From an optimization exercise on the open Yosys and OpenROAD flow, aimed at small area and a short achievable clock period; shortcuts taken in it are not production practice. The RTL was checked by simulation tests, not by an equivalence proof against the original design. Power figures rest on the tool's default switching activity, not on a simulated workload.

## flow/run.sh

```bash
#!/bin/bash
# synth_recipe.tcl (not shown) runs the flow's synth.tcl, then flattens the netlist and writes it again
# the make line also repeats each setting of config.mk as NAME=value (left out here)
make -C /OpenROAD-flow-scripts/flow DESIGN_CONFIG=/design/flow/config.mk WORK_HOME=/design/flow/orfs CLKGATE_MAP_FILE= SYNTH_SCRIPT=/design/flow/synth_recipe.tcl finish
```

## flow/constraint.sdc

```tcl
create_clock -name core_clock -period 28.0 [get_ports {clk}]
set_input_delay 5.6000 -clock core_clock [delete_from_list [all_inputs] [get_ports {clk}]]
set_output_delay 5.6000 -clock core_clock [all_outputs]
set_load 0.01 [all_outputs]
```

## flow/config.mk

```make
export PLATFORM = sky130hd
export DESIGN_NAME = cu_top
export DESIGN_NICKNAME = cu_top
export VERILOG_FILES = /design/flow/design.v
export SDC_FILE = /design/flow/constraint.sdc
export NUM_CORES = 4
export LEC_CHECK = 0
export CAP_MARGIN = 20
export CORE_MARGIN = 2
export CORE_UTILIZATION = 35
export PLACE_DENSITY = 0.55
export SLEW_MARGIN = 20
```

## flow/design.v

```verilog
module cu_top 	#(parameter RF_DATASIZE=16, ADDRESS_WIDTH=4, SIGNAL_WIDTH=3)
		(
			input wire clk, reset, stall,
			input wire  ps_cu_trunc, ps_cu_float, 
			input wire ps_mul_en,ps_mul_otreg,
			input wire[3:0] ps_mul_dtsts,
			input wire[1:0] ps_mul_cls, ps_mul_sc,
			output wire mul_ps_mv, mul_ps_mn, mul_ps_mu, mul_ps_mi,
			input wire[(SIGNAL_WIDTH-1):0]ps_xb_w_cuEn,
			input wire ps_xb_w_bcEn,
			input wire[(ADDRESS_WIDTH-1):0] ps_xb_raddx, ps_xb_raddy, ps_xb_wadd,
			input wire [RF_DATASIZE-1:0] bc_dt,
			output wire [RF_DATASIZE-1:0] xb_dtx,	
			input wire ps_shf_en,
			input wire [1:0] ps_shf_cls,
			output wire shf_ps_sv, shf_ps_sz,
			input wire ps_alu_en,
			input wire [1:0]ps_alu_hc, ps_alu_sc2,
			input wire [2:0]ps_alu_sc1,
			input wire ps_alu_sat, ps_alu_ci, 
			output wire alu_ps_az, alu_ps_an, alu_ps_ac, alu_ps_av, alu_ps_au, alu_ps_as, alu_ps_ai,
			output wire alu_ps_compd
		);
	wire [RF_DATASIZE-1:0] xb_dty;
	wire xb_rf_w_En;
	wire [RF_DATASIZE-1:0] xb_rf_dt, alu_xb_dt, shf_xb_dt, mul_xb_dt, rf_xb_dtx, rf_xb_dty;
	crossbar #(.DATA_WIDTH(RF_DATASIZE), .ADDRESS_WIDTH(ADDRESS_WIDTH), .SIGNAL_WIDTH(SIGNAL_WIDTH)) xb_obj
		(	clk, stall,
			ps_xb_w_cuEn, ps_xb_w_bcEn,
			ps_xb_wadd, ps_xb_raddx, ps_xb_raddy,
			bc_dt, alu_xb_dt, shf_xb_dt, mul_xb_dt, rf_xb_dtx, rf_xb_dty,
			xb_dtx, xb_dty, 
			xb_rf_w_En, 
			xb_rf_dt
		);
	regfile #(.DATA_WIDTH(RF_DATASIZE), .ADDRESS_WIDTH(ADDRESS_WIDTH), .SIGNAL_WIDTH(SIGNAL_WIDTH)) rf_obj
			( 
				clk, xb_rf_w_En, 
				ps_xb_wadd,  ps_xb_raddx,  ps_xb_raddy,
				xb_rf_dt,
				rf_xb_dtx, rf_xb_dty
			);		
	multiplier #(.RF_DATASIZE(RF_DATASIZE)) mul_obj 
			(
				xb_dtx, xb_dty, mul_xb_dt,
				ps_mul_en, ps_cu_float, ps_mul_otreg, ps_cu_trunc,
				ps_mul_dtsts,
				ps_mul_cls, ps_mul_sc,
				clk, reset,
				mul_ps_mv, mul_ps_mn, mul_ps_mu, mul_ps_mi
			);	
	shifter #(.DATASIZE(RF_DATASIZE)) shf_obj
			(
				clk, reset,
				ps_shf_en, ps_shf_cls, 
				xb_dtx, xb_dty, 
				shf_xb_dt, shf_ps_sv, shf_ps_sz
			);
	alu #(.RF_DATASIZE(RF_DATASIZE)) alu_obj
			(
				clk, reset,
				xb_dtx, xb_dty, 
				alu_xb_dt,
				ps_alu_en, ps_cu_float, ps_alu_sat, ps_alu_ci, ps_cu_trunc,
				ps_alu_hc, ps_alu_sc2,
				ps_alu_sc1,
				alu_ps_az, alu_ps_an, alu_ps_ac, alu_ps_av, alu_ps_au, alu_ps_as, alu_ps_ai,
				alu_ps_compd
			);
endmodule
module regfile #(parameter DATA_WIDTH=16, ADDRESS_WIDTH=4, SIGNAL_WIDTH=3)
			( 
			input wire clk_rf,  xb_rf_w_En, 
			input wire [(ADDRESS_WIDTH-1):0]ps_xb_wadd,  ps_xb_raddx,  ps_xb_raddy,
			input wire[(DATA_WIDTH-1):0] xb_rf_dt,  
			output reg[(DATA_WIDTH-1):0] rf_xb_dtx,  rf_xb_dty
			);
reg[(DATA_WIDTH-1):0]regfile[(2**ADDRESS_WIDTH-1):0];
always@(posedge clk_rf)
begin
	if(xb_rf_w_En)
	begin
		case(ps_xb_wadd)
	4'h0:regfile[0]<=xb_rf_dt;
	4'h1:regfile[1]<=xb_rf_dt;
	4'h2:regfile[2]<=xb_rf_dt;
	4'h3:regfile[3]<=xb_rf_dt;
	4'h4:regfile[4]<=xb_rf_dt;
	4'h5:regfile[5]<=xb_rf_dt;
	4'h6:regfile[6]<=xb_rf_dt;
	4'h7:regfile[7]<=xb_rf_dt;
	4'h8:regfile[8]<=xb_rf_dt;
	4'h9:regfile[9]<=xb_rf_dt;
	4'ha:regfile[10]<=xb_rf_dt;
	4'hb:regfile[11]<=xb_rf_dt;
	4'hc:regfile[12]<=xb_rf_dt;
	4'hd:regfile[13]<=xb_rf_dt;
	4'he:regfile[14]<=xb_rf_dt;
	4'hf:regfile[15]<=xb_rf_dt;
		endcase
	end
end
always@(*)
begin
	rf_xb_dtx<=regfile[ps_xb_raddx];
	rf_xb_dty<=regfile[ps_xb_raddy];
end
endmodule 
module crossbar #(parameter DATA_WIDTH=16, ADDRESS_WIDTH=4, SIGNAL_WIDTH=3)
		(input  wire clk_dcd, ps_xb_stall,
		input wire[(SIGNAL_WIDTH-1):0] ps_xb_w_cuEn,
		input wire ps_xb_w_bcEn,
		input wire[(ADDRESS_WIDTH-1):0] ps_xb_wadd,  ps_xb_raddx,  ps_xb_raddy,
		input wire [(DATA_WIDTH-1):0] bc_dt, alu_xb_dt, shf_xb_dt, mul_xb_dt, rf_xb_dtx, rf_xb_dty,
		output reg [(DATA_WIDTH-1):0] xb_dtx, xb_dty, 
		output reg xb_rf_w_En, 
		output reg [(DATA_WIDTH-1):0]xb_rf_dt
		);
	wire x,y;
	reg[(ADDRESS_WIDTH-1):0] ps_xb_wadd_p;
	reg ps_xb_stall_p;
always @(posedge clk_dcd) begin
	ps_xb_stall_p<=ps_xb_stall;
	ps_xb_wadd_p<=ps_xb_wadd;
end
	wire cuEn=ps_xb_w_cuEn[0]|ps_xb_w_cuEn[1]|ps_xb_w_cuEn[2];
	assign x=((ps_xb_raddx==ps_xb_wadd)&ps_xb_stall_p&ps_xb_stall)|((ps_xb_raddx==ps_xb_wadd_p)&(~ps_xb_stall_p)&ps_xb_stall);
	assign y=((ps_xb_raddy==ps_xb_wadd)&ps_xb_stall_p&ps_xb_stall)|((ps_xb_raddy==ps_xb_wadd_p)&(~ps_xb_stall_p)&ps_xb_stall);
always@(*)
begin
	if(cuEn|ps_xb_w_bcEn)
	 xb_rf_w_En<=1;
		else
			xb_rf_w_En<=0;
end
always@(*)
begin
  case ({ps_xb_w_cuEn[2],ps_xb_w_cuEn[1],ps_xb_w_cuEn[0],ps_xb_w_bcEn})
  {1'b0,1'b0,1'b0,1'b1}:xb_rf_dt=bc_dt;
  {1'b0,1'b0,1'b1,1'b0}:xb_rf_dt=alu_xb_dt;
  {1'b0,1'b1,1'b0,1'b0}:xb_rf_dt=mul_xb_dt;
  {1'b1,1'b0,1'b0,1'b0}:xb_rf_dt=shf_xb_dt;
  default: xb_rf_dt=alu_xb_dt;
  endcase
end
always@(*)
begin
	begin
		case(x)
			0:xb_dtx<=rf_xb_dtx;
			1:begin
				case(xb_rf_w_En)
					0:xb_dtx<=rf_xb_dtx;
					1:xb_dtx<=xb_rf_dt;
					default:xb_dtx<=0;
				endcase
			end
			default:xb_dtx<=0;
		endcase
	end
	begin
		case(y)
			0:xb_dty<=rf_xb_dty;
			1:begin
				case(xb_rf_w_En)
					0:xb_dty<=rf_xb_dty;
					1:xb_dty<=xb_rf_dt;
					default:xb_dty<=0;
				endcase
			end
			default:xb_dty<=0;
		endcase
	end
end
endmodule 
module alu
            #(parameter RF_DATASIZE = 16)
            (
                input wire clk, reset,
                input wire [15:0] xb_dtx, xb_dty,
                output reg  [15:0] alu_xb_dt,
                input wire ps_alu_en, ps_alu_float, ps_alu_sat, ps_alu_ci, ps_alu_trunc,
                input wire [1:0] ps_alu_hc, ps_alu_sc2,
                input wire [2:0] ps_alu_sc1,
                output reg alu_ps_az, alu_ps_an, alu_ps_ac, alu_ps_av, alu_ps_au, alu_ps_as, alu_ps_ai,
                output wire alu_ps_compd
            );
    reg alu_en, alu_float, alu_sat, alu_trunc;
    reg [1:0] alu_hc, alu_sc2;
    reg [2:0] alu_sc1;
    wire satEn;
    always@(posedge clk or negedge reset)
    begin
        if(~reset)
        begin
            alu_en  <= 1'b0;
            alu_sat <= 1'b0;
        end
        else
        begin
            alu_en  <= ps_alu_en;
            alu_sat <= satEn;
        end
    end
    assign satEn = alu_en ? ps_alu_sat : alu_sat;
    always@(posedge clk or negedge reset)
    begin
        if(~reset)
        begin
            alu_float <= 1'b0;
            alu_trunc <= 1'b0;
            alu_hc    <= 2'b00;
            alu_sc1   <= 3'b000;
            alu_sc2   <= 2'b00;
        end
        else if(ps_alu_en)
        begin
            alu_float <= ps_alu_float;
            alu_trunc <= ps_alu_trunc;
            alu_hc    <= ps_alu_hc;
            alu_sc1   <= ps_alu_sc1;
            alu_sc2   <= ps_alu_sc2;
        end
    end
    reg [15:0] x, y;
    wire [15:0] x_n = ps_alu_en ? xb_dtx : x;
    wire [15:0] y_n = ps_alu_en ? (~ps_alu_sc2[1] ? xb_dty : 16'h0000) : y;
    wire [2:0] sc1_n = ps_alu_en ? ps_alu_sc1 : alu_sc1;
    wire [1:0] sc2_n = ps_alu_en ? ps_alu_sc2 : alu_sc2;
    always@(posedge clk or negedge reset)
    begin
        if(~reset)
        begin
            x  <= 16'h0001;
            y  <= 16'h0000;
        end
        else
        begin
            x <= x_n;
            y <= y_n;
        end
    end
    wire ns_n;
    wire [15:0] tn_n;
    alu_fadd fa (.x(x_n), .y(y_n), .sc1(sc1_n), .sc2(sc2_n), .ns(ns_n), .tn(tn_n));
    reg ns;
    reg [15:0] tn;
    always@(posedge clk or negedge reset)
    begin
        if(~reset)
        begin
            ns <= 1'b0;
            tn <= 16'h0000;
        end
        else
        begin
            ns <= ns_n;
            tn <= tn_n;
        end
    end
    wire F = alu_float;
    wire T = alu_trunc;
    wire [1:0] hc = alu_hc;
    wire [1:0] sc2 = alu_sc2;
    wire [2:0] sc1 = alu_sc1;
    wire sx = x[15];
    wire sy = y[15];
    wire [4:0] ex = x[14:10];
    wire [4:0] ey = y[14:10];
    wire xz = (ex == 5'd0);
    wire yz = (ey == 5'd0);
    wire x_all1 = &ex;
    wire invld_x = x_all1 & (|x[9:0]) & F;
    wire invld_y = (&ey) & (|y[9:0]) & F;
    wire inv = invld_x | invld_y;
    wire infs = x_all1 & ~(|x[9:0]) & (&ey) & ~(|y[9:0]) & F;
    wire [4:0] diff = ex - ey;
    wire d4 = diff[4];
    wire [15:0] absx = (x ^ {16{sx}}) + sx;
    reg [4:0] zeroes;
    integer k;
    always @* begin
        zeroes = 5'd16;
        for (k = 0; k < 16; k = k + 1)
            if (tn[k]) zeroes = 5'd15 - k;
    end
    wire [15:0] nout = tn << zeroes;
    wire [9:0] m = T ? nout[14:5] : (nout[14:5] + (nout[4] & (nout[5] | (|nout[3:0]))));
    wire [4:0] shft_amnt = 5'b0_0101 - zeroes;
    wire by2 = alu_en & F & (hc == 2'b00) & (sc2 == 2'b00) & (sc1[1:0] == 2'b10);
    wire [15:0] exp_diff = {11'b0, shft_amnt} + {15'b0, by2};
    wire [4:0] emax = d4 ? ey : ex;
    wire [15:0] e = sc1[0] ? (16'd30 - {11'b0, zeroes} + ({16{sc2[1]}} & y)) : ({11'b0, emax} + exp_diff);
    wire ai_A = ~sc2[0] ? (inv | (infs & (sx ^ sy))) : sc1[1] ? inv : (inv | (infs & ~(sx ^ sy)));
    wire avau_off = sc1[1] & sc2[0];
    wire av_A = ~avau_off & (e[5] ^ (&e[4:0])) & ~ai_A;
    wire au_A = ~avau_off & (e[15] | (~(|e[14:0]) & ~ai_A));
    wire av_FL = ~sy & ((|e[15:5]) | (&e[4:0]));
    wire au_FL = e[15] | ~(|e[14:0]);
    wire av_f = sc1[0] ? av_FL : av_A;
    wire au_f = sc1[0] ? au_FL : au_A;
    wire [15:0] Fz = av_f ? (T ? {ns, 15'h7bff} : {ns, 15'h7c00}) : (au_f ? {ns, 15'b0} : {ns, e[4:0], m});
    wire [15:0] dt_A = inv ? 16'hffff : ((~sc2[1] & sc1[2]) ? {1'b0, Fz[14:0]} : Fz);
    wire [15:0] dt_FL = ~(|x) ? 16'h0000 : Fz;
    wire [15:0] yb = (sc2 == 2'b01) ? ~y : (sc2 == 2'b10) ? 16'h0000 :
                     ((sc2 == 2'b11) & (sc1[2:1] == 2'b00)) ? 16'hfff1 : y;
    wire [15:0] sum_e = {11'b0, ex} + yb;
    wire av_SL = (sc2[1] ? ((x_all1 | xz) & ~invld_x) : (~sy & ((|sum_e[15:5]) | (&sum_e[4:0])))) & ~invld_x;
    wire au_SL = (sum_e[15] | ~(|sum_e[14:0])) & ~sc2[1] & ~invld_x;
    wire [15:0] sl_sat = ({16{x_all1}} & 16'h7fff) | ({16{xz}} & 16'h8000);
    wire [15:0] sl_nsat = ({16{x_all1}} & 16'h7c00) | ({16{xz}} & 16'hfc00);
    wire [15:0] dt_SCB = av_SL ? (T ? {sx, 15'h7bff} : {sx, 15'h7c00}) : (au_SL ? {sx, 15'b0} : {sx, sum_e[4:0], x[9:0]});
    wire [10:0] tv = {~xz, x[9:0]};
    wire slt15 = $signed(sum_e) < 16'sd15;
    wire sgt29 = $signed(sum_e) > 16'sd29;
    wire [25:0] td2 = slt15 ? 26'd0 : ({15'b0, tv} << sum_e);
    wire [15:0] td1 = td2[25:10];
    wire av_TF = (sgt29 | x_all1) & ~invld_x;
    wire au_TF = (|tv) & slt15 & ~invld_x;
    wire [15:0] td_neg = (td1 ^ {16{sx}}) + sx;
    wire [15:0] temp_dt = au_TF ? ((sc1[2] & sx & T) ? 16'hffff : 16'h0000) : td_neg;
    wire [15:0] a_c = (sc2[1] & sc1[1] & ~sc1[0]) ? ~x : x;
    wire [15:0] B0 = sc2[1] ? ((^sc1[2:1]) ? 16'hffff : ((y & {16{sc2[0]}}) + {15'b0, ~sc1[0]})) :
                              (sc2[0] ? (~y + 16'd1 - {15'b0, sc1[0]}) : y);
    wire [16:0] s0 = {1'b0, a_c} + {1'b0, B0};
    wire [16:0] s1 = {1'b0, a_c} + {1'b0, B0} + 17'd1;
    wire b0_all1 = &B0;
    wire c15_0 = s0[16];
    wire c14_0 = s0[15] ^ a_c[15] ^ B0[15];
    wire c15_1 = s1[16] & ~b0_all1;
    wire c14_1 = s1[15] ^ a_c[15] ^ (B0[15] ^ (&B0[14:0]));
    wire shr = ~sc2[1] & sc1[1] & ~sc2[0];
    wire av_off_C = (sc1 == 3'b010);
    wire [15:0] norm_x = (xz & F) ? {sx, 15'b0} : x;
    wire [15:0] norm_y = (yz & F) ? {sy, 15'b0} : y;
    wire [15:0] num_x = F ? {1'b0, norm_x[14:0]} : absx;
    wire [15:0] num_y = F ? {1'b0, norm_y[14:0]} : ((y ^ {16{sy}}) + sy);
    wire temp_max = num_y > num_x;
    wire max = (sx ^ sy) ? sx : (temp_max ^ sx);
    reg [15:0] dt_CMP;
    always @* begin
        case (sc1[1:0])
            2'b00: dt_CMP = max ? norm_x : norm_y;
            2'b10: dt_CMP = max ? norm_y : norm_x;
            2'b01: dt_CMP = temp_max ? x : num_y;
            default: dt_CMP = (x == y) ? 16'h0000 : (max ? 16'hffff : 16'h0001);
        endcase
        if (inv) dt_CMP = 16'hffff;
    end
    reg [15:0] dt_LOG;
    always @* begin
        case (sc1)
            3'b000: dt_LOG = x & y;
            3'b001: dt_LOG = x | y;
            3'b010: dt_LOG = x ^ y;
            3'b100: dt_LOG = {15'b0, &x};
            3'b101: dt_LOG = {15'b0, |x};
            3'b111: dt_LOG = ~x;
            default: dt_LOG = 16'h0001;
        endcase
    end
    reg [15:0] dt_R;
    reg ai_R;
    always @* begin
        ai_R = 1'b0;
        case (sc1)
            3'b000: begin
                if (xz) dt_R = {~sx, 15'b0};
                else if (invld_x) begin dt_R = 16'hffff; ai_R = 1'b1; end
                else dt_R = {~sx, x[14:0]};
            end
            3'b001: begin
                if (xz & F) dt_R = {sx, 15'b0};
                else if (invld_x) begin dt_R = 16'hffff; ai_R = 1'b1; end
                else dt_R = x;
            end
            3'b010: begin
                if (xz) dt_R = {sx, 15'b0};
                else begin
                    ai_R = 1'b1;
                    dt_R = x_all1 ? 16'hffff : {1'b1, x[9:0], 5'b0};
                end
            end
            3'b100: begin
                ai_R = inv;
                if (xz) dt_R = {sy, 15'b0};
                else if (inv) dt_R = 16'hffff;
                else dt_R = {sy, x[14:0]};
            end
            default: dt_R = 16'h0001;
        endcase
    end
    wire abs_ov = ~F & (x == 16'h8000);
    wire [15:0] abs_x = F ? {1'b0, x[14:0]} : absx;
    wire [22:0] rv [0:3];
    genvar g;
    generate
        for (g = 0; g < 4; g = g + 1) begin : ov
            wire sat = (g >= 2);
            wire ci = (g % 2 == 1);
            wire [22:0] r;
        wire c = ~F & sc1[0] & ci;
        wire [15:0] sum = c ? s1[15:0] : s0[15:0];
        wire c15 = c ? c15_1 : c15_0;
        wire c14 = c ? c14_1 : c14_0;
        reg [15:0] dt;
        reg av, au, ai, ac;
        always @* begin
            ac = 1'b0;
            case (hc)
                2'b00: begin
                    if (F & ~sc1[0]) begin
                        ai = ai_A; av = av_A; au = au_A; dt = dt_A;
                    end
                    else if (F) begin
                        case (sc1[2:1])
                            2'b00: begin
                                ai = invld_x; av = av_SL; au = au_SL;
                                if (sc2[1])
                                    dt = invld_x ? 16'hffff : av_SL ? (sat ? sl_sat : sl_nsat) : sum_e;
                                else
                                    dt = dt_SCB;
                            end
                            2'b11: begin
                                ai = 1'b0; av = av_FL; au = au_FL; dt = dt_FL;
                            end
                            default: begin
                                av = av_TF; au = au_TF;
                                ai = invld_x | (~sat & av_TF);
                                if (invld_x) dt = 16'hffff;
                                else if (sat) dt = av_TF ? (sx ? 16'h8000 : 16'h7fff) : temp_dt;
                                else dt = av_TF ? 16'hffff : temp_dt;
                            end
                        endcase
                    end
                    else begin
                        ai = 1'b0; au = 1'b0;
                        av = ~av_off_C & (c15 ^ c14);
                        ac = c15 & ~((sc2 == 2'b01) & (sc1 == 3'b011));
                        dt = (sat & av) ? (sum[15] ? 16'h7fff : 16'h8000) : (shr ? {1'b0, sum[15:1]} : sum);
                    end
                end
                2'b10: begin
                    av = 1'b0; au = 1'b0; ai = inv; dt = dt_CMP;
                end
                2'b01: begin
                    av = 1'b0; au = 1'b0; ai = 1'b0; dt = dt_LOG;
                end
                default: begin
                    if (sc1 == 3'b011) begin
                        au = 1'b0; ai = invld_x;
                        av = abs_ov;
                        dt = (sat & abs_ov) ? 16'h7fff : abs_x;
                    end
                    else begin
                        av = 1'b0; au = 1'b0; ai = ai_R; dt = dt_R;
                    end
                end
            endcase
        end
        wire az = ((F & ~(sc1[0] & ~sc2[0] & (^sc1[2:1]))) ? (dt[14:0] == 15'h0) : (dt == 16'h0)) & ~ai;
        wire an = (({hc, sc1} == 5'b11_010) ? 1'b0 : dt[15]) & ~ai;
        wire as = (((hc == 2'b11) & sc1[1]) ? x[15] : 1'b0) & ~ai;
        assign r = {dt, az, an, ac & ~ai, av, au, as, ai};
            assign rv[g] = r;
        end
    endgenerate
    wire [22:0] rsel = rv[{satEn, ps_alu_ci}];
    always @* begin
        {alu_xb_dt, alu_ps_az, alu_ps_an, alu_ps_ac, alu_ps_av, alu_ps_au, alu_ps_as, alu_ps_ai} = rsel;
    end
    assign alu_ps_compd = alu_en & ({hc, sc1, sc2} == 7'b10_011_01);
endmodule
module alu_fadd (
    input wire [15:0] x, y,
    input wire [2:0] sc1,
    input wire [1:0] sc2,
    output wire ns,
    output wire [15:0] tn
);
    wire sx = x[15];
    wire sy = y[15];
    wire [4:0] ex = x[14:10];
    wire [4:0] ey = y[14:10];
    wire xz = (ex == 5'd0);
    wire yz = (ey == 5'd0);
    wire [4:0] diff = ex - ey;
    wire [4:0] dyx = ey - ex;
    wire d4 = diff[4];
    wire [10:0] mantx = {1'b1, x[9:0]};
    wire [10:0] manty = {1'b1, y[9:0]};
    wire [10:0] mxs = d4 ? (mantx >> dyx) : mantx;
    wire [10:0] mys = d4 ? manty : (manty >> diff);
    wire [15:0] TXr = xz ? {sx, 15'b0} : ({5'b0, mxs} ^ {16{sx}});
    wire [15:0] TYr = yz ? {sy, 15'b0} : ({5'b0, mys} ^ {16{sy}});
    wire ix = ~xz & sx;
    wire iy = ~yz & sy;
    wire neg_x = sc2[1] & sc1[1];
    wire [15:0] XA = neg_x ? ~TXr : TXr;
    wire cx = neg_x ? ~ix : ix;
    wire [15:0] YB = (sc2 == 2'b01) ? ~TYr : (sc2 == 2'b10) ? 16'h0000 : TYr;
    wire cy = (sc2 == 2'b01) ? ~iy : (sc2 == 2'b10) ? 1'b0 : iy;
    wire ce = sc2[1] & ~neg_x;
    wire [1:0] K = {1'b0, cx} + {1'b0, cy} + {1'b0, ce};
    wire [15:0] K2 = 16'd2 - {14'b0, K};
    wire [15:0] fsum = XA + YB + {14'b0, K};
    wire [15:0] nfsum = ~XA + ~YB + K2;
    wire [15:0] absx = (x ^ {16{sx}}) + sx;
    assign ns = sc1[0] ? sx : fsum[15];
    assign tn = sc1[0] ? absx : (fsum[15] ? nfsum : fsum);
endmodule
module multiplier
			#(parameter RF_DATASIZE=16)
			(
				input wire[15:0] xb_dtx, xb_dty,
				output wire[15:0] mul_xb_dt,
				input wire ps_mul_en, ps_mul_float, ps_mul_otreg, ps_mul_trunc,
				input wire[3:0] ps_mul_dtsts,
				input wire[1:0] ps_mul_cls, ps_mul_sc,
				input wire clk, reset,
				output wire mul_ps_mv, mul_ps_mn, mul_ps_mu, mul_ps_mi
			);
		reg mul_en, mul_float, mul_otreg, mul_trunc;
		reg mul_rndPrdt, mul_IbF, mul_rxUbS, mul_ryUbS;
		reg[1:0] mul_cls, mul_sc;
		always@(posedge clk or negedge reset)
		begin
			if(~reset)
				mul_en <= 1'b0;
			else
				mul_en <= ps_mul_en;
		end
		always@(posedge clk or negedge reset)
		begin
		    if(~reset)
		    begin
				mul_float <= 1'b0;
		        mul_otreg <= 1'b0;
				mul_trunc <= 1'b0;
				mul_ryUbS <= 1'b0;
				mul_rxUbS <= 1'b0;
				mul_IbF <= 1'b0;
				mul_rndPrdt <= 1'b0;
				mul_cls <= 2'b00;
				mul_sc <= 2'b00;
			end
			else if(ps_mul_en)
			begin
				mul_float <= ps_mul_float;
				mul_otreg <= ps_mul_otreg;
				mul_trunc <= ps_mul_trunc;
				mul_ryUbS <= ps_mul_dtsts[3];
				mul_rxUbS <= ps_mul_dtsts[2];
				mul_IbF <= ps_mul_dtsts[1];
				mul_rndPrdt <= ps_mul_dtsts[0];
				mul_cls <= ps_mul_cls;
				mul_sc <= ps_mul_sc;
			end
		end
		reg[15:0] Rx16_latched, Ry16_latched;
		reg sx, sy;
		reg [4:0] ex, ey;
		reg [10:0] mx, my;
		wire mul_mi = &xb_dtx[14:10] | &xb_dty[14:10];
		wire den_zero = ~(|xb_dtx[14:10] & |xb_dty[14:10]);
		wire fl_ld = ps_mul_float & ~mul_mi & ~den_zero;
		wire ry_ld = ps_mul_en & (ps_mul_cls!=2'b00) & ~ps_mul_float;
		wire rx_ld = ps_mul_en & ~(ps_mul_cls==2'b00 & (~ps_mul_otreg|(&ps_mul_sc))) & ~ps_mul_float;
		wire [15:0] Rx_n = rx_ld ? xb_dtx : Rx16_latched;
		wire [15:0] Ry_n = ry_ld ? xb_dty : Ry16_latched;
		wire [10:0] mx_n = fl_ld ? {1'b1, xb_dtx[9:0]} : mx;
		wire [10:0] my_n = fl_ld ? {1'b1, xb_dty[9:0]} : my;
		always@(posedge clk or negedge reset)
		begin
			if(~reset)
			begin
				Ry16_latched <= 16'h0;
				sy <= 1'b0;
				ey <= 5'b0;
				my <= 11'b0;
			end
			else if (ry_ld)
				Ry16_latched <= xb_dty;
			else if (fl_ld)
			begin
				sy <= xb_dty[15];
				ey <= xb_dty[14:10];
				my <= {1'b1, xb_dty[9:0]};
			end
		end
		always@(posedge clk or negedge reset)
		begin
		    if(~reset)
		    begin
		        Rx16_latched <= 16'h0;
				sx <= 1'b0;
				ex <= 5'b0;
				mx <= 11'b0;
			end
			else if (rx_ld)
				Rx16_latched <= xb_dtx;
			else if (fl_ld)
			begin
				sx <= xb_dtx[15];
				ex <= xb_dtx[14:10];
				mx <= {1'b1, xb_dtx[9:0]};
			end
		end
		wire float_n = ps_mul_en ? ps_mul_float : mul_float;
		wire rxS_n = ps_mul_en ? ps_mul_dtsts[2] : mul_rxUbS;
		wire ryS_n = ps_mul_en ? ps_mul_dtsts[3] : mul_ryUbS;
		wire signed [16:0] X17_n = float_n ? {6'b0, mx_n} : {rxS_n & Rx_n[15], Rx_n};
		wire signed [16:0] Y17_n = float_n ? {6'b0, my_n} : {ryS_n & Ry_n[15], Ry_n};
		wire signed [31:0] P_n = X17_n * Y17_n;
		reg [31:0] P;
		always@(posedge clk or negedge reset)
		begin
			if(~reset)
				P <= 32'h0;
			else
				P <= P_n;
		end
		wire xs = mul_rxUbS & Rx16_latched[15];
		wire ys = mul_ryUbS & Ry16_latched[15];
		wire SS = mul_rxUbS & mul_ryUbS;
		wire UU = ~mul_rxUbS & ~mul_ryUbS;
		reg [31:0] prod32;
		always @* begin
			if (mul_float) begin
				if (SS)
					prod32 = mul_IbF ? {11'b0, P[21:2], 1'b0} : {12'b0, P[21:2]};
				else if (UU)
					prod32 = P[21] ? {10'b0, P[21:0]} : {9'b0, P[21:0], 1'b0};
				else
					prod32 = {11'b0, P[21:1]};
			end
			else
				prod32 = (SS & mul_IbF) ? {P[30:0], 1'b0} : P;
		end
		wire sg = ~mul_float & (xs ^ ys);
		wire [39:0] pext = {{8{sg}}, prod32};
		reg [39:0] mr40_data;
		reg [39:0] sat_out;
		always @* begin
			case ({mul_rxUbS, mul_IbF})
				2'b00: sat_out = (mr40_data[39:16] == 24'h0) ? mr40_data : 40'h00_0000_FFFF;
				2'b01: sat_out = (mr40_data[39:32] == 8'h0) ? mr40_data : 40'h00_FFFF_FFFF;
				2'b10: sat_out = (&mr40_data[39:15] | ~|mr40_data[39:15]) ? mr40_data :
				                 (mr40_data[39] ? 40'hFF_FFFF_8000 : 40'h00_0000_7FFF);
				2'b11: sat_out = (&mr40_data[39:31] | ~|mr40_data[39:31]) ? mr40_data :
				                 (mr40_data[39] ? 40'hFF_8000_0000 : 40'h00_7FFF_FFFF);
			endcase
		end
		wire [39:0] acc = mr40_data + (pext ^ {40{mul_cls[0]}}) + mul_cls[0];
		reg [39:0] mul40_out_data;
		reg [15:0] mr_slice;
		always @* begin
			mr_slice = 16'h0;
			case (mul_cls)
				2'b00:
					case (mul_sc)
						2'b00: begin
							mul40_out_data = {mr40_data[39:16], Rx16_latched};
							mr_slice = mr40_data[15:0];
						end
						2'b01: begin
							mul40_out_data = {{8{Rx16_latched[15]}}, Rx16_latched, mr40_data[15:0]};
							mr_slice = mr40_data[31:16];
						end
						2'b10: begin
							mul40_out_data = {Rx16_latched[7:0], mr40_data[31:0]};
							mr_slice = {{8{mr40_data[39]}}, mr40_data[39:32]};
						end
						default:
							mul40_out_data = sat_out;
					endcase
				2'b01:
					mul40_out_data = mul_float ? {3'b0, prod32, 5'b0} : pext;
				default:
					mul40_out_data = acc;
			endcase
		end
		wire rnd = mul_rndPrdt | (~mul_trunc & mul_float);
		wire inc = mul40_out_data[15] & (mul40_out_data[16] | (|mul40_out_data[14:0]));
		wire [23:0] hi = mul40_out_data[39:16];
		wire [39:0] rnd40_out = rnd ? {hi + {23'b0, inc}, 16'b0} : mul_trunc ? {hi, 16'b0} : mul40_out_data;
		always@(posedge clk or negedge reset)
		begin
			if(~reset)
				mr40_data<=40'h0;
			else if (mul_otreg & mul_en)
				mr40_data<=rnd40_out;
		end
		reg mul_mi_l, den_zero_l;
		always@(posedge clk or negedge reset)
		begin
			if(~reset)
			begin
				mul_mi_l <= 1'b0;
				den_zero_l <= 1'b0;
			end
			else if(ps_mul_en)
			begin
				mul_mi_l <= mul_mi;
				den_zero_l <= den_zero;
			end
		end
		wire s = sx ^ sy;
		wire [5:0] e = {1'b0, ex} + {1'b0, ey} + 6'd49 + {5'b0, P[21]};
		wire [15:0] mul_out = mul_float ? (mul_mi_l ? 16'hffff : den_zero_l ? 16'h0000 : {s, e[4:0], rnd40_out[25:16]}) :
		                      mul_IbF ? rnd40_out[31:16] : rnd40_out[15:0];
		wire mr_xfer = (mul_cls==2'b00) & (mul_sc!=2'b11);
		assign mul_xb_dt = mr_xfer ? mr_slice : mul_out;
		reg mul_mv;
		always @* begin
			case ({mul_rxUbS|mul_ryUbS, mul_IbF})
				2'b00: mul_mv = mul_float ? ((&e[4:0]) | (e[5] & ~e[4])) : (|rnd40_out[39:16]);
				2'b01: mul_mv = |rnd40_out[39:32];
				2'b10: mul_mv = ~(&rnd40_out[39:15] | ~|mul40_out_data[39:15]);
				2'b11: mul_mv = ~(&rnd40_out[39:31] | ~|mul40_out_data[39:31]);
			endcase
		end
		wire mul_mn = mul_float ? s : (mul_rxUbS|mul_ryUbS) & rnd40_out[39];
		wire mul_mu = mul_float & ((~|e) | (e[5] & e[4]));
		assign mul_ps_mv = ~mul_mi & mul_mv & ~mr_xfer;
		assign mul_ps_mn = ~mul_mi & mul_mn & ~mr_xfer;
		assign mul_ps_mu = ~mul_mi & mul_mu;
		assign mul_ps_mi = mul_mi & ps_mul_en;
endmodule
module shifter #(parameter DATASIZE = 16)(clk_exe, reset, ps_shf_en, ps_shf_cls, xb_dtx, xb_dty, shf_xb_dt, shf_ps_sv, shf_ps_sz);
input wire reset, clk_exe;
input wire ps_shf_en;
input wire [1:0]ps_shf_cls;
input wire [15:0]xb_dtx;
input wire [15:0]xb_dty;
output reg [15:0]shf_xb_dt;
output reg shf_ps_sv, shf_ps_sz;
reg [15:0]ip1, ip2;
reg [1:0]shf_cls;
wire [3:0] k = ip2[3:0];
wire [15:0] r1 = k[0] ? {ip1[14:0], ip1[15]}    : ip1;
wire [15:0] r2 = k[1] ? {r1[13:0], r1[15:14]}   : r1;
wire [15:0] r3 = k[2] ? {r2[11:0], r2[15:12]}   : r2;
wire [15:0] rot = k[3] ? {r3[7:0], r3[15:8]}    : r3;
reg [15:0] ge;	 
integer j;
always @* begin
	for (j = 0; j < 16; j = j + 1)
		ge[j] = (j >= k);
end
wire neg = ip2[15];
wire big_l = |ip2[14:4];
wire big_r = ~(&ip2[14:4]) | (k == 4'd0);
wire sgn = ip1[15];
wire [15:0] shl = big_l ? 16'h0000 : (rot & ge);
wire [15:0] sar = big_r ? {16{sgn}} : ((rot & ~ge) | ({16{sgn}} & ge));
wire [15:0] ashf = neg ? sar : shl;
wire [15:0] lz_in = ip1 ^ {16{shf_cls[0]}};
reg [4:0] lzc;
integer t;
always @* begin
	lzc = 5'd16;
	for (t = 0; t < 16; t = t + 1)
		if (lz_in[t]) lzc = 5'd15 - t;
end
always @* begin
	case (shf_cls)
		2'b00: begin
			shf_xb_dt = ashf;
			shf_ps_sv = ~neg & (sgn ^ ashf[15]);
			shf_ps_sz = ~|ashf;
		end
		2'b01: begin
			shf_xb_dt = rot;
			shf_ps_sv = 1'b0;
			shf_ps_sz = ~|ip1;
		end
		default: begin
			shf_xb_dt = {11'd0, lzc};
			shf_ps_sv = lzc[4];
			shf_ps_sz = lz_in[15];
		end
	endcase
end
always@(posedge clk_exe or negedge reset)
begin
	if(~reset)
	begin
		shf_cls<=2'b0;
		ip1<=16'h1;
		ip2<=16'h1;
	end
	else
	begin
		if(ps_shf_en)
		begin
			shf_cls<=ps_shf_cls;
			ip1<=xb_dtx;
			if(!ps_shf_cls[1])	ip2<=xb_dty;
		end
	end
end
endmodule
```

==> results.txt, run 1 <==
For this configuration, the core starts out at a cell density of 35.3%. The worst pin sits at a relative slew slack of 10.7%. The most used flip-flop cell after synthesis is sky130_fd_sc_hd__edfxtp_1. Data arrival time at the worst-slack endpoint: 18.93 ns. Entering global routing, the biggest net connects 162 pins. The endpoint identified for the worst register-to-register timing path is mul_obj.P[30].

After routing the design area is 0.0710 sq mm. The final clock period utilization by the worst path was 65.3%; the number of synthesis warnings was 6. The worst hold path terminates at mul_obj.my[10]. Cells fill 38.7% of the core in the end.

Setup repair after global routing left no endpoint under its margin. The number of max-capacitance violations reported was 0. The run gives 21 as the initial antenna violation count. For the worst setup path, the data required time is 28.65 ns. Met3 layer usage reported by global route: 7.43%. Synthesis handed over a netlist of 8133 instances.

By area the synthesized netlist is led by sky130_fd_sc_hd__edfxtp_1, sky130_fd_sc_hd__fa_1, sky130_fd_sc_hd__dfrtp_1, sky130_fd_sc_hd__ha_1, sky130_fd_sc_hd__nand2_1. The clock latency of the later-clocked register in the worst-skew pair was 0.74 ns. The final layout contains 8731 nets.

The reg-to-reg critical path startpoint is alu_obj.y[11]. The first global-routing pass estimated 476000 microns of wire. For this run, design rule violations remaining after detail routing come to 0. For the worst flop-to-flop path, the logic depth is 61. In this run the clock root is driven by a sky130_fd_sc_hd__clkbuf_16. Y dimension of the die: 434 microns. The tools report the clock buffer count from CTS as 60. Summing the sequential cell areas from Yosys gives 21.6% of the chip area. For the final routed database, the setup TNS stands at 0 ns. The total area inside the core boundary comes to 0.183 sq mm. In this run, synthesis inferred 256 flip-flops with an integrated enable. The first-iteration detailed-routing DRC count was 8969; the met2 usage was 52.6%. The tools report the number of vias in the routed layout as 68500. Average cell area after synthesis: 7.95 sq um. Among all cell types in the netlist, the one instantiated most often is sky130_fd_sc_hd__nand2_1. The path type of the worst min-delay path was reg -> reg. The clock net in this run drives a total of 507 sinks. For the count of pins over their slew limit, the log shows 0. The flow ran to the end and the layout has no timing, DRC or antenna violations. The depth of the CTS H-tree is 2. The die covers 0.188 sq mm. The layout has 19000 filler cells. Setup slack on the critical path of the routed design comes to 9.72 ns. For this design, the slowest cell found on the critical path is sky130_fd_sc_hd__clkinv_1. The synthesized area is 0.0647 sq mm. The area growth from synthesis to layout is 9.79%.

Ranked by instance count, the synthesized netlist is headed by sky130_fd_sc_hd__nand2_1, sky130_fd_sc_hd__nor2_1, sky130_fd_sc_hd__inv_1. Across the routed clock network, the largest skew measured is 0.0535 ns. The share of async-settable or async-resettable flops after synthesis works out to 48.5%.

The post-detailed-route count of antenna-violating nets is 0, and the number of top-level design ports is 90. The number of setup buffers added after CTS is 0, and the standard cell area after detailed placement is 0.0688 sq mm. Among the stages of the critical path, the cell type that occurs most often is sky130_fd_sc_hd__o21ai_0. Number of port buffers: 89. The setup path with the least slack is of type reg -> reg. The synthesized design contains 507 register bits. The biggest fanout along the worst timing path works out to 36. The tools report the number of detailed-route iterations in the first pass as 7.

The wire-length estimate of the detail-placed layout is 253000 microns. Summed over all cells, the static leakage comes to 28.8 nW. Final period demand of the worst path: 18.28 ns.

Power spread over the standard cell area amounts to 147 mW/mm^2. The worst-case IR drop observed on VDD is 0.000524 V. Counting along the longest clock path gives a buffer depth of 3. The synthesized netlist contains 130 unique library cells.

At the pin with the least slew margin, the transition time is 1.33 ns. The area share of the largest cell type after synthesis was 11.9%. The tools report the sort of element at the end of the critical path as a register. The congestion estimate from routability-driven global placement came to 1.08. Overall routing resource usage: 34.5%. After detailed routing, the number of vias per cell comes to 6.48. The tools report the post-CTS resize count as 0.

The slack of the worst reg-to-reg path was 9.72 ns; the width of the die was 434 microns. The cell depth of the worst min-delay path came out at 1. The number of global-route vias before repair came out at 65900. In this run, post-CTS hold repair placed 0 buffers. The number of setup violations in the final report came out at 0. The global routing usage on met1 is 42.3%.

The largest single stage delay on the critical path is 0.79 ns. TritonCTS built the clock tree. The run gives 54.7 MHz as the top achievable clock speed. The layout cell share with drive strength beyond 1 was 8.14%. The startpoint identified for the worst hold timing path is mul_obj.my[10]. The post-placement worst setup slack was 9.94 ns.

STA classifies the critical path startpoint as a register. The most congested layer reported by global routing is met2. The run gives 0 as the final hold violation count. For this run the aggregate overflow at the end of global routing stands at 0. Clock-pin slew was measured on the worst setup and hold paths at 0.06 ns.

Dividing the detail-routed wire length by the instance count gives 31.4 microns. The run gives 157 as the number of rows in the core area. sky130_fd_sc_hd__edfxtp_1 takes more of the synthesized area than any other cell. The run gives 332000 microns as the final wirelength.
-- routing by layer --
layer | routed length [microns] | up-vias
met3 | 32900 | 1247
met1 | 125000 | 33200
met4 | 31900 | 12
met5 | 74 | -
met2 | 142000 | 4449
li1 | - | 29500
-- kinds of logic (layout without fill, tap and decap cells) --
kind of cell / after synthesis / count (layout) / synth area share [%]
compound gates: 2484 / 2484 / 26.2
xor+xnor: 366 / 366 / 5.04
fa+ha+maj: 622 / 622 / 15.6
buf+inv: 1105 / 1067 / 6.59
flops: 507 / 507 / 21.6
mux: 262 / 262 / 4.62
other cells: 2 / 22 / 0.0116
simple gates: 2785 / 2785 / 20.4
-- critical path, delay by kind of cell, from the launching register on --
family	cells	cell delay [ns]
compound gates	27	7.72
xor+xnor	3	0.91
fa+ha+maj	10	4.35
buf+inv	6	1.35
flops	1	0.33
mux	1	0.24
simple gates	14	3.19
-- state kept, by name, indices dropped and copies added, names as in the netlist, 3 cells and up --
register and cells:
alu_obj.y 16, shf_obj.ip2 16, mul_obj.P 32, xb_obj.ps_xb_wadd_p 4, mul_obj.mx 11, mul_obj.Ry16_latched 16, mul_obj.mr40_data 40, shf_obj.ip1 16
alu_obj.tn 16, mul_obj.ey 5, alu_obj.alu_sc1 3, rf_obj.regfile 256, mul_obj.my 11, mul_obj.Rx16_latched 16, alu_obj.x 16, mul_obj.ex 5
-- how the worst max path moves through the flow --
stage               cells past startpoint       startpoint       endpoint  slack [ns]
finish                                 61    alu_obj.y[11]  mul_obj.P[30]        9.72
global route                           61    alu_obj.y[11]  mul_obj.P[28]        8.57
CTS                                    61    alu_obj.y[11]  mul_obj.P[30]        9.93
detailed placement                     43       ps_alu_sat  mul_obj.P[30]        9.94
global placement                       54    alu_obj.tn[5]  mul_obj.P[30]       10.19
floorplan                              42  ps_xb_w_cuEn[0]  mul_obj.P[30]       12.58
-- stage by stage --
step                      std cells  hold slack (ns)  power, W
after floorplan                8137            0.435   0.00693
after global placement        10400            0.451   0.00946
after detailed placement      10400            0.456   0.00945
after CTS                     10600            0.469    0.0104
after global routing          10600            0.518    0.0114
final                         10600            0.473    0.0105
-- cells in the final DEF, fill, tap and decap left out, types with 56 or more instances in the layout --
master	n
sky130_fd_sc_hd__a22oi_1	208
sky130_fd_sc_hd__a31oi_1	99
sky130_fd_sc_hd__o22ai_1	73
sky130_fd_sc_hd__inv_1	587
sky130_fd_sc_hd__buf_4	245
sky130_fd_sc_hd__mux2_2	74
sky130_fd_sc_hd__nor3_1	181
sky130_fd_sc_hd__nor2_1	716
sky130_fd_sc_hd__clkbuf_16	61
sky130_fd_sc_hd__o211ai_1	103
sky130_fd_sc_hd__xor2_1	90
sky130_fd_sc_hd__a21oi_1	505
sky130_fd_sc_hd__a21o_1	101
sky130_fd_sc_hd__dfrtp_1	236
sky130_fd_sc_hd__nand4_1	109
sky130_fd_sc_hd__nand2_1	860
sky130_fd_sc_hd__mux2i_1	159
sky130_fd_sc_hd__nand2b_1	66
sky130_fd_sc_hd__a211oi_1	96
sky130_fd_sc_hd__edfxtp_1	256
sky130_fd_sc_hd__clkdlybuf4s50_1	87
sky130_fd_sc_hd__o21ai_0	487
sky130_fd_sc_hd__fa_1	306
sky130_fd_sc_hd__ha_1	316
sky130_fd_sc_hd__nor4_1	86
sky130_fd_sc_hd__o31ai_1	68
sky130_fd_sc_hd__and3_1	82
sky130_fd_sc_hd__xnor2_1	269
sky130_fd_sc_hd__and2_1	98
sky130_fd_sc_hd__nor2b_1	65
sky130_fd_sc_hd__nand3_1	252
sky130_fd_sc_hd__a221oi_1	56
-- area by class of cell --
type	instances	area (sq um)	area share, %
Clock inverter	39	455	0.642
Clock buffer	73	1620	2.28
Multi-Input combinational cell	6525	46700	65.8
Sequential cell	507	14000	19.7
Timing Repair Buffer	337	2780	3.92
Inverter	618	2320	3.27
Tap cell	2464	3080	4.34
Antenna cell	16	40.0	0.0564
-- where the power goes --
| part | switching, W | internal [W] | total (W) |
|---|---|---|---|
| clock | 0.000374 | 0.000472 | 0.000846 |
| combinational | 0.00522 | 0.00312 | 0.00834 |
| sequential | 0.000246 | 0.00103 | 0.00128 |
| total | 0.00584 | 0.00463 | 0.0105 |
==> run 2, diff against run 1 <==
--- a/flow/design.v
+++ b/flow/design.v
@@ -240,22 +240,22 @@
             y <= y_n;
         end
     end
-    wire ns_n;
-    wire [15:0] tn_n;
-    alu_fadd fa (.x(x_n), .y(y_n), .sc1(sc1_n), .sc2(sc2_n), .ns(ns_n), .tn(tn_n));
-    reg ns;
-    reg [15:0] tn;
+    wire nsf_n;
+    wire [15:0] tnf_n;
+    alu_fadd fa (.x(x_n), .y(y_n), .sc1(sc1_n), .sc2(sc2_n), .ns(nsf_n), .tn(tnf_n));
+    reg nsf;
+    reg [15:0] tnf;
     always@(posedge clk or negedge reset)
     begin
         if(~reset)
         begin
-            ns <= 1'b0;
-            tn <= 16'h0000;
+            nsf <= 1'b0;
+            tnf <= 16'h0000;
         end
         else
         begin
-            ns <= ns_n;
-            tn <= tn_n;
+            nsf <= nsf_n;
+            tnf <= tnf_n;
         end
     end
     wire F = alu_float;
@@ -277,6 +277,8 @@
     wire [4:0] diff = ex - ey;
     wire d4 = diff[4];
     wire [15:0] absx = (x ^ {16{sx}}) + sx;
+    wire ns = sc1[0] ? sx : nsf;
+    wire [15:0] tn = sc1[0] ? absx : tnf;
     reg [4:0] zeroes;
     integer k;
     always @* begin
@@ -392,12 +394,12 @@
     end
     wire abs_ov = ~F & (x == 16'h8000);
     wire [15:0] abs_x = F ? {1'b0, x[14:0]} : absx;
-    wire [22:0] rv [0:3];
+    wire [22:0] rv [0:0];
     genvar g;
     generate
-        for (g = 0; g < 4; g = g + 1) begin : ov
-            wire sat = (g >= 2);
-            wire ci = (g % 2 == 1);
+        for (g = 0; g < 1; g = g + 1) begin : ov
+            wire sat = 1'b0;
+            wire ci = 1'b0;
             wire [22:0] r;
         wire c = ~F & sc1[0] & ci;
         wire [15:0] sum = c ? s1[15:0] : s0[15:0];
@@ -465,7 +467,41 @@
             assign rv[g] = r;
         end
     endgenerate
-    wire [22:0] rsel = rv[{satEn, ps_alu_ci}];
+    reg [15:0] dt_s;
+    reg av_s, au_s, ai_s;
+    always @* begin
+        if (hc == 2'b11) begin
+            dt_s = abs_ov ? 16'h7fff : abs_x; av_s = abs_ov; au_s = 1'b0; ai_s = invld_x;
+        end
+        else if (sc1[2:1] == 2'b00) begin
+            dt_s = sc2[1] ? (invld_x ? 16'hffff : av_SL ? sl_sat : sum_e) : dt_SCB;
+            av_s = av_SL; au_s = au_SL; ai_s = invld_x;
+        end
+        else begin
+            dt_s = invld_x ? 16'hffff : (av_TF ? (sx ? 16'h8000 : 16'h7fff) : temp_dt);
+            av_s = av_TF; au_s = au_TF; ai_s = invld_x;
+        end
+    end
+    wire az_s = ((F & ~(sc1[0] & ~sc2[0] & (^sc1[2:1]))) ? (dt_s[14:0] == 15'h0) : (dt_s == 16'h0)) & ~ai_s;
+    wire an_s = dt_s[15] & ~ai_s;
+    wire as_s = ((hc == 2'b11) & sc1[1]) & sx & ~ai_s;
+    wire [22:0] r_s = {dt_s, az_s, an_s, 1'b0, av_s, au_s, as_s, ai_s};
+    wire sat_op = ((hc == 2'b00) & F & sc1[0] & ((sc1[2:1] == 2'b00) ? sc2[1] : (sc1[2:1] != 2'b11))) |
+                  ((hc == 2'b11) & (sc1 == 3'b011) & ~F);
+    wire av_c0 = ~av_off_C & (c15_0 ^ c14_0);
+    wire av_c1 = ~av_off_C & (c15_1 ^ c14_1);
+    wire ac_mask = ~((sc2 == 2'b01) & (sc1 == 3'b011));
+    wire [15:0] n_c0 = shr ? {1'b0, s0[15:1]} : s0[15:0];
+    wire [15:0] n_c1 = shr ? {1'b0, s1[15:1]} : s1[15:0];
+    wire [22:0] r_fx0 = {n_c0, n_c0 == 16'h0, n_c0[15], c15_0 & ac_mask, av_c0, 3'b000};
+    wire [22:0] r_fx1 = {n_c1, n_c1 == 16'h0, n_c1[15], c15_1 & ac_mask, av_c1, 3'b000};
+    wire [22:0] r_fs0 = {(s0[15] ? 16'h7fff : 16'h8000), 1'b0, ~s0[15], c15_0 & ac_mask, av_c0, 3'b000};
+    wire [22:0] r_fs1 = {(s1[15] ? 16'h7fff : 16'h8000), 1'b0, ~s1[15], c15_1 & ac_mask, av_c1, 3'b000};
+    wire [22:0] r_f0 = (satEn & av_c0) ? r_fs0 : r_fx0;
+    wire [22:0] r_f1 = (satEn & av_c1) ? r_fs1 : r_fx1;
+    wire is_fix = (hc == 2'b00) & ~F;
+    wire [22:0] rsel = is_fix ? ((ps_alu_ci & sc1[0]) ? r_f1 : r_f0) :
+                       ((satEn & sat_op) ? r_s : rv[0]);
     always @* begin
         {alu_xb_dt, alu_ps_az, alu_ps_an, alu_ps_ac, alu_ps_av, alu_ps_au, alu_ps_as, alu_ps_ai} = rsel;
     end
@@ -505,9 +541,8 @@
     wire [15:0] K2 = 16'd2 - {14'b0, K};
     wire [15:0] fsum = XA + YB + {14'b0, K};
     wire [15:0] nfsum = ~XA + ~YB + K2;
-    wire [15:0] absx = (x ^ {16{sx}}) + sx;
-    assign ns = sc1[0] ? sx : fsum[15];
-    assign tn = sc1[0] ? absx : (fsum[15] ? nfsum : fsum);
+    assign ns = fsum[15];
+    assign tn = fsum[15] ? nfsum : fsum;
 endmodule
 module multiplier
 			#(parameter RF_DATASIZE=16)
--- a/flow/config.mk
+++ b/flow/config.mk
@@ -7,6 +7,6 @@
 export LEC_CHECK = 0
 export CAP_MARGIN = 20
 export CORE_MARGIN = 2
-export CORE_UTILIZATION = 35
-export PLACE_DENSITY = 0.55
+export CORE_UTILIZATION = 55
+export PLACE_DENSITY = 0.7
 export SLEW_MARGIN = 20
==> run 2 against run 1 <==
- cell area fell by 3.7%
- critical path type unchanged
- clock skew fell by 0.0087 ns
- critical endpoint unchanged
- still clean
- non-clock buffer count fell by 16
==> results.txt, run 2 <==
The run finished with no timing, DRC or antenna violations. The cell leakage power is 28.0 nW (-2.7%), and the area share of the largest cell type after synthesis is 12.2% (+0.28 points). Average cell area after synthesis: 8.09 sq um (+1.8%).

In the final layout, the registers with the most flip-flops are rf_obj.regfile x256, mul_obj.mr40_data x40, mul_obj.P x32. The run gives 90 (unchanged) as the number of top-level design ports. The setup total negative slack came out at 0 ns (unchanged). Y dimension of the die: 343 microns (-21%).

The run gives 0.00450 W (-2.7%) as the internal power of the cells. The tools report the remaining max-slew budget at the tightest pin as 8.86% (-1.8 points). The number of distinct library cells after synthesis came out at 148 (+14%). The total clock sinks was 507 (unchanged). The source of the critical timing path was alu_obj.x[0]. The final period demand of the worst path is 19.52 ns (+1.24 ns). The final clock period utilization by the worst path is 69.7% (+4.4 points). Yosys instantiated no cell more often than sky130_fd_sc_hd__nor2_1. Post-synthesis compound-gate area fraction: 26.0% (-0.14 points). The main combinational cell family by area after synthesis is compound AO/OA/AOI/OAI gates. For the number of global-route vias before repair, the log shows 65200 (-1.2%). The synthesized area is 0.0632 sq mm (-2.3%). The endpoint of the worst-slack reg-to-reg timing path was mul_obj.P[30]. The flip-flop and latch count after synthesis is 507 (unchanged), and the core utilization of the finished layout is 59.9% (+21 points). The number of max-capacitance violations reported is 0 (unchanged). After synthesis, the most frequently instantiated cells are sky130_fd_sc_hd__nor2_1, sky130_fd_sc_hd__nand2_1, sky130_fd_sc_hd__inv_1. The transition at the pin with the smallest max-transition slack is 1.35 ns (+0.0230 ns). The HPWL after detailed placement came out at 236000 microns (-6.6%). The first-iteration detailed-routing DRC count is 10900 (+21%), and the share of async-settable or async-resettable flops after synthesis is 48.5% (unchanged).

For the relative contribution of combinational cells to total power, the log shows 79.8% (about the same). The most numerous cell type found on the critical path is sky130_fd_sc_hd__ha_1. The layout filler cell count was 10100 (-46%). The first-pass GRT wire length was 451000 microns (-5.3%). Count of pins over their slew limit: 0 (unchanged).

The number of port buffers is 89 (unchanged), and the final global-route overflow total is 0 (unchanged). The worst setup path is captured at a register. The setup path with the least slack is of type reg -> reg.

The tools report the overall routing resource usage as 52.2% (+18 points). The power per standard cell area was 155 mW/mm^2 (+4.8%); the post-CTS resize count was 0 (unchanged). The logs give 0 (unchanged) for the final hold violation count and 313000 microns (-5.7%) for the final wirelength.

The final-stage net count was 8421 (-3.6%). Library cell contributing the largest single delay on the critical path: sky130_fd_sc_hd__a21oi_1. The die area was 0.118 sq mm (-37%).

The startpoint identified for the worst register-to-register timing path is alu_obj.x[0]. More flip-flops sit in one register than any other, and that register is rf_obj.regfile. The tools report the clock buffer count from CTS as 59 (-1.7%). For the data arrival time at the worst-slack endpoint, the log shows 20.12 ns (+1.19 ns).

Share of synthesized cell area in and, or, nand and nor gates: 19.5% (-0.95 points). The tools report the initial antenna violation count as 23 (+9.5%). For the clock tree buffer depth, the log shows 3 (unchanged).

The critical path ends at mul_obj.P[30]. The logs give 2 (unchanged) for the depth of the CTS H-tree and 8.48 ns (-1.24 ns) for the slack of the worst reg-to-reg path. The tools report the placeable core area as 0.114 sq mm (-38%). The biggest fanout along the worst timing path works out to 43 (+19%).

The layout cell share with drive strength beyond 1 was 8.59% (+0.45 points); the flip-flop count of the largest register, all copies and words added was 256 (unchanged). The average wire per standard cell is 33.5 microns (+6.9%). Width of the die: 343 microns (-21%). The tools report the number of rows in the core area as 124 (-21%). The tools report the clock root buffer as sky130_fd_sc_hd__clkbuf_16. The fraction of power spent switching nets is 57.3% (+1.6 points). The number of setup buffers added after CTS came out at 0 (unchanged). For the number of synthesis warnings, the log shows 6 (unchanged). Leaving out fill and tap cells, the most frequent cells in the layout are sky130_fd_sc_hd__nand2_1, sky130_fd_sc_hd__nor2_1, sky130_fd_sc_hd__inv_1, sky130_fd_sc_hd__o21ai_0, sky130_fd_sc_hd__a21oi_1. For the final routed DRC violation total, the log shows 0 (unchanged). The top achievable clock speed was 51.2 MHz (-6.4%); the pin count of the biggest net entering global routing was 74 (-54%). The switching power of the nets was 0.00606 W (+3.8%); the number of enable-type register cells in the synthesized netlist was 256 (unchanged). For the number of detailed-route iterations in the first pass, the log shows 8 (+1). TritonCTS built the clock tree. Multiplexer fraction of the synthesized cell area: 4.96% (+0.34 points). In the synthesized netlist the dominant register cell turns out to be sky130_fd_sc_hd__edfxtp_1. The register area share after synthesis came out at 22.1% (+0.50 points). The starting utilization of the core area is 55.3% (+20 points). The final RePlAce weighted congestion came out at 1.16 (+7.3%).

Depth of the most critical reg-to-reg path: 65 (+6.6%). The largest total area in the synthesized netlist belongs to sky130_fd_sc_hd__edfxtp_1. The tools report the peak supply drop as 0.00133 V (+150%). Via density per instance: 7.35 (+13%). The logs give 8.1% (about the same) for the clock share of power and 28.60 ns (-0.05 ns) for the data required time at the worst endpoint. For the setup skew after layout, the log shows 0.0448 ns (-0.00872 ns). Setup repair after global routing left no endpoint under its margin. The adder and majority gate portion of the synthesized area came out at 15.8% (+0.18 points). The CTS clock-pin slew for the worst setup and hold paths is 0.07 ns (about the same). The number of setup violations in the final report came out at 0 (unchanged).

The synthesis-to-finish area growth is 8.15%. For the hold buffer count at cts, the log shows 0 (unchanged). Ranked by total cell area, the synthesized netlist is headed by sky130_fd_sc_hd__edfxtp_1, sky130_fd_sc_hd__fa_1, sky130_fd_sc_hd__dfrtp_1, sky130_fd_sc_hd__ha_1, sky130_fd_sc_hd__nor2_1. The xor and xnor area share after synthesis was 5.06% (+0.020 points); the post-synthesis instance total was 7810 (-4.0%). The clock latency of the later-clocked register in the worst-skew pair came out at 0.73 ns (about the same).

Leaving out fill and tap cells, the most frequent cell in the layout is sky130_fd_sc_hd__nand2_1. The delay contributed by the slowest stage of the critical path works out to 0.84 ns (+0.05 ns). The element type at the critical path start is a register.

The path type of the worst min-delay path is reg -> reg. The run gives 0 (unchanged) as the post-detailed-route count of antenna-violating nets. Sequential fraction of design power: 12.0% (-0.2 points). The number of vias in the routed layout was 68500 (+0.063%).
[run 2: cell types whose count changed after synthesis, moves of 21 or more]
| cell | previous run | this run |
|---|---|---|
| sky130_fd_sc_hd__clkbuf_1 | 370 | 348 |
| sky130_fd_sc_hd__o21a_1 | 53 | 76 |
| sky130_fd_sc_hd__nand2b_1 | 67 | 91 |
| sky130_fd_sc_hd__a221oi_1 | 56 | 77 |
| sky130_fd_sc_hd__nor2_1 | 729 | 758 |
| sky130_fd_sc_hd__nand3_1 | 253 | 190 |
| sky130_fd_sc_hd__nand2_1 | 861 | 749 |
| sky130_fd_sc_hd__or4_1 | 41 | 20 |
| sky130_fd_sc_hd__a21o_1 | 101 | 72 |
| sky130_fd_sc_hd__nor4_1 | 88 | 64 |
| sky130_fd_sc_hd__and2_1 | 98 | 58 |
[run 2: worst min-delay path by stage]
stage / start / to / slack, ns / cells past startpoint
after global routing: mul_obj.my[10] / mul_obj.my[10] / 0.50 / 1
after floorplan: mul_obj.Ry16_latched[0] / mul_obj.Ry16_latched[0] / 0.44 / 2
final: mul_obj.my[10] / mul_obj.my[10] / 0.48 / 1
after CTS: mul_obj.my[10] / mul_obj.my[10] / 0.48 / 1
after global placement: mul_obj.Ry16_latched[0] / mul_obj.Ry16_latched[0] / 0.45 / 2
after detailed placement: mul_obj.my[10] / mul_obj.my[10] / 0.46 / 1
[run 2: stage by stage]
stage               instance area, sq um  setup WS, ns  std cells  power (W)  hold WS [ns]
floorplan                          63200         11.55       7814    0.00663         0.439
global placement                   66100          9.51       9197    0.00927         0.451
detailed placement                 66100          9.16       9197    0.00940         0.463
CTS                                68200          9.10       9309     0.0103         0.478
global route                       68300          7.27       9311     0.0112         0.499
finish                             68300          8.48       9330     0.0106         0.476
[run 2: power groups by stage]
stage | combinational [W] | sequential [W] | clock (W)
6_report | 0.00843 | 0.00127 | 0.000858
5_1_grt | 0.00907 | 0.00127 | 0.000878
4_1_cts | 0.00822 | 0.00125 | 0.000852
3_5_place_dp | 0.00813 | 0.00127 | 0
3_3_place_gp | 0.00801 | 0.00126 | 0
2_1_floorplan | 0.00549 | 0.00114 | 0
[run 2: area by class of cell]
cell class	instances	area (sq um)	share of cell area [%]
multi-input cells	6227	45300	66.3
flip-flops and latches	507	14000	20.4
repair buffers	321	2660	3.89
inverters	632	2370	3.47
well taps	1512	1890	2.77
clock buffers	69	1620	2.37
clock inverters	43	495	0.725
diodes	19	47.5	0.0696
[run 2: critical path: cells and delay by family (launching register included)]
kind	cells	cell delay [ns]
AO/OA/AOI/OAI	26	6.68
XOR/XNOR	3	0.67
adder cells (fa/ha/maj)	12	4.39
buffers and inverters	6	1.29
flip-flops	1	0.81
multiplexers	3	1.47
AND/OR/NAND/NOR	15	4.04
[run 2: kinds of logic after synthesis]
family                     Yosys count
other                                2
adders and majority gates          613
xor gates and xnor gates           356
and+or+nand+nor                   2578
AOI/OAI and AO/OA                 2404
DFF                                507
buffers and inverters             1080
muxes                              270
[run 2: metal layers]
metal	GRT usage (%)	up-vias	part of all wire [%]
li1	-	28400	-
met1	60.8	32500	34
met2	75.9	5872	41
met5	1.68	-	0.13
met3	19.8	1788	14
met4	43.5	26	11

-- port drivers added, routing unchanged --
No port has a modelled driver above. Below, the same layouts with a new extraction and two added sets of constraints. Step 1 (the two cells are an assumption about what drives the block):
set clk [get_ports {clk}]
set_driving_cell -lib_cell sky130_fd_sc_hd__clkbuf_16 $clk
set_driving_cell -lib_cell sky130_fd_sc_hd__buf_2 [delete_from_list [all_inputs] $clk]
Step 2 also shifts input and output timing later by t, the mid clock arrival at the registers, as if the neighbouring blocks saw the same clock. Slacks: no drivers / after step 1 / after step 2; pairs: no drivers / after step 1.
run | t (ns) | setup slack, ns | latest minus earliest clock arrival (ns) | pins driven straight from the clock port
run 1 | 0.798 | 9.723 / 9.723 / 9.637 | 0.054 / 0.054 | 1
run 2 | 0.800 | 8.482 / 8.482 / 8.482 | 0.045 / 0.045 | 1
After both steps setup and hold are still met in every run listed. The setup slack of run 1, which loses most, moves by 0.000 ns with the drivers and by -0.086 ns with both steps.
